Background: an optimization exercise with open tools, aiming at small area, a short achievable clock period and few clock cycles per item. Do not read the settings as production practice.
RTL that was checked went through simulation tests only; none was proved equivalent to the original.
No driver is modelled on the clock port, so clock power and skew are understated where the tree is cut down; a real chip needs a root buffer or a tree.
Power and IR drop assume default switching activity.

## gamma
==> module subordinate, before the edit <==
module subordinate #(
    localparam DATA_WIDTH = 32,
    localparam ADDRESS_WIDTH = 4
) (
    input  axi_aclk_in,
    input  axi_aresetn_in,
    input  [ADDRESS_WIDTH-1:0] axi_awaddr_in,
    input  [2:0] axi_awprot_in,
    input  axi_awvalid_in,
    input  [DATA_WIDTH-1:0] axi_wdata_in,
    input  [ADDRESS_WIDTH-1:0] axi_wstrb_in,
    input  axi_wvalid_in,
    input  axi_bready_in,
    input  [ADDRESS_WIDTH-1:0] axi_araddr_in,
    input  [2:0] axi_arprot_in,
    input  axi_arvalid_in,
    input  axi_rready_in,
    output axi_awready_out,
    output axi_wready_out,
    output [1:0] axi_bresp_out,
    output axi_bvalid_out,
    output axi_arready_out,
    output [DATA_WIDTH-1:0] axi_rdata_out,
    output [1:0] axi_rresp_out,
    output axi_rvalid_out
);
    reg [4*DATA_WIDTH-1:0] regs;
    wire write = axi_awvalid_in && axi_wvalid_in && axi_bready_in;
    assign axi_awready_out = axi_wvalid_in && axi_bready_in;
    assign axi_wready_out  = axi_awvalid_in && axi_bready_in;
    wire [DATA_WIDTH-1:0] wd = axi_wdata_in & {DATA_WIDTH{axi_aresetn_in}};
    integer n, k;
    always @(posedge axi_aclk_in)
        for (n = 0; n < 4; n = n + 1)
            for (k = 0; k < DATA_WIDTH/8; k = k + 1)
                if (!axi_aresetn_in || (write && axi_awaddr_in[3:2] == n && axi_wstrb_in[k]))
                    regs[n*DATA_WIDTH+k*8+:8] <= wd[k*8+:8];
    reg bvalid;
    always @(posedge axi_aclk_in)
        if (!axi_aresetn_in)
            bvalid <= 1'b0;
        else if (axi_bready_in)
            bvalid <= write;
    assign axi_bvalid_out = bvalid;
    assign axi_bresp_out  = 2'b00;
    reg                  rvalid;
    reg [DATA_WIDTH-1:0] rdata;
    assign axi_arready_out = axi_rready_in;
    always @(posedge axi_aclk_in)
        if (!axi_aresetn_in)
            rvalid <= 1'b0;
        else if (axi_rready_in)
            rvalid <= axi_arvalid_in;
    always @(posedge axi_aclk_in)
        if (axi_rready_in)
            rdata <= regs[axi_araddr_in[3:2]*DATA_WIDTH+:DATA_WIDTH];
    assign axi_rvalid_out = rvalid;
    assign axi_rdata_out  = rdata;
    assign axi_rresp_out  = 2'b00;
endmodule
export LEC_CHECK = 0
export CAP_MARGIN = 20
export CORE_MARGIN = 2
export CORE_UTILIZATION = 40
export SETUP_SLACK_MARGIN = 1.1
export SLEW_MARGIN = 20
create_clock -name core_clock -period 2.5 [get_ports {axi_aclk_in}]
standard.sh (not shown) runs the stock make flow with config.mk's settings and CLKGATE_MAP_FILE= SYNTH_SCRIPT=/design/flow/synth_recipe.tcl, a recipe that flattens the netlist after the stock synthesis.
==> flow/flow/run.sh <==
#!/bin/bash
# Standard ORFS layout with two changes: plain buffers (instead of the
# default delay cells) on the ports, and a two-level clock tree built by
# flow/cts.tcl in place of TritonCTS: the clock port drives 2 sky130_fd_sc_hd__clkbuf_16,
# which drive 12 sky130_fd_sc_hd__clkbuf_8 leaf buffers, each driving one cluster of registers.
# ORFS logs stay under orfs/logs; make's output goes to flow_make.log.
set -euo pipefail
export BUFFER_PORTS_ARGS="-buffer_cell sky130_fd_sc_hd__buf_1"
export PRE_CTS_TCL="$(pwd)/flow/cts.tcl"
export MY_CTS_N1=2
export MY_CTS_CELL1=sky130_fd_sc_hd__clkbuf_16
export MY_CTS_N2=12
export MY_CTS_CELL2=sky130_fd_sc_hd__clkbuf_8

bash standard.sh > flow_make.log 2>&1
Other scripts of this flow, unchanged in this note and not shown: flow/flow/cts.tcl
Testbench counts of gamma, summed over its fixed seeds: cycles 1,288, items 2,560.
For epsilon, these inputs were changed with respect to gamma:
-- flow/design.v --
<<< gamma, line 26
);
    reg [4*DATA_WIDTH-1:0] regs;
    wire write = axi_awvalid_in && axi_wvalid_in && axi_bready_in;
    assign axi_awready_out = axi_wvalid_in && axi_bready_in;
    assign axi_wready_out  = axi_awvalid_in && axi_bready_in;
    wire [DATA_WIDTH-1:0] wd = axi_wdata_in & {DATA_WIDTH{axi_aresetn_in}};
    integer n, k;
>>> epsilon, line 26
);
    reg [4*DATA_WIDTH-1:0] regs;
    wire write = axi_awvalid_in && axi_wvalid_in;
    assign axi_awready_out = axi_wvalid_in;
    assign axi_wready_out  = axi_awvalid_in;
    wire [DATA_WIDTH-1:0] wd = axi_wdata_in & {DATA_WIDTH{axi_aresetn_in}};
    integer n, k;
<<< gamma, line 36
                if (!axi_aresetn_in || (write && axi_awaddr_in[3:2] == n && axi_wstrb_in[k]))
                    regs[n*DATA_WIDTH+k*8+:8] <= wd[k*8+:8];
    reg bvalid;
    always @(posedge axi_aclk_in)
        if (!axi_aresetn_in)
            bvalid <= 1'b0;
        else if (axi_bready_in)
            bvalid <= write;
    assign axi_bvalid_out = bvalid;
    assign axi_bresp_out  = 2'b00;
>>> epsilon, line 36
                if (!axi_aresetn_in || (write && axi_awaddr_in[3:2] == n && axi_wstrb_in[k]))
                    regs[n*DATA_WIDTH+k*8+:8] <= wd[k*8+:8];
    reg       bvalid;
    reg [2:0] bq;
    wire      bslot  = !bvalid || axi_bready_in;
    wire [2:0] bq_inc = bq + 3'd1;
    wire [2:0] bq_dec = (bq == 3'd0) ? 3'd0 : bq - 3'd1;
    always @(posedge axi_aclk_in)
        if (!axi_aresetn_in) begin
            bvalid <= 1'b0;
            bq     <= 3'd0;
        end else begin
            if (bslot)
                bvalid <= write || (bq != 3'd0);
            case ({bslot, write})
            2'b00: bq <= bq;
            2'b01: bq <= bq_inc;
            2'b10: bq <= bq_dec;
            2'b11: bq <= bq;
            endcase
        end
    assign axi_bvalid_out = bvalid;
    assign axi_bresp_out  = 2'b00;
Results
Each of the runs, namely gamma and epsilon, reached the end of the flow and came out clean. Relative to gamma, area growth from synthesis to layout decreased by 1.1 points in epsilon. End point of the critical path = axi_awready_out: gamma; end point of the critical path = regs[84]: epsilon. When the final numbers for gamma and epsilon were put side by side, the switching fraction of total power turned out to be greater in epsilon. Max number of placed instances with taps included across gamma and epsilon: epsilon. epsilon: total number of vias 3.4% above gamma. The run showing the greater global-route wire length before repair is epsilon. In the metrics for gamma and epsilon, the one carrying the lower last weighted congestion value of the routability-driven placer is gamma.
For epsilon, only the layout was checked, not whether the RTL still works. No run of this note takes its clock network from TritonCTS; it comes from the design's own scripts or RTL.

[separate check: timing with driven ports]
How much do the figures lean on ideal ports? The routed layouts below were timed once more, with nothing changed but the port constraints.
Step 1 sets driving cells, clkbuf_16 on the clock port and buf_2 on the other inputs (assumed; they add their load-dependent delay and slew).
Step 2 adds t to the input delays and takes it off the output delays; t is the mean of the earliest and latest rising clock arrival at the registers after step 1. Input paths then give back, and output paths get back, about the clock's delay inside the block.
Slacks: no drivers / after step 1 / after step 2; pairs: no drivers / after step 1.
run	t (ns)	slack for setup (ns)	worst slew at a driven data input, ns
gamma	0.358	1.110 / 1.055 / 0.804	0.06
epsilon	0.367	1.080 / 1.060 / 0.752	0.05
After both steps setup and hold are still met in every run listed. The setup slack of epsilon, which loses most, moves by -0.020 ns with the drivers and by -0.328 ns with both steps.
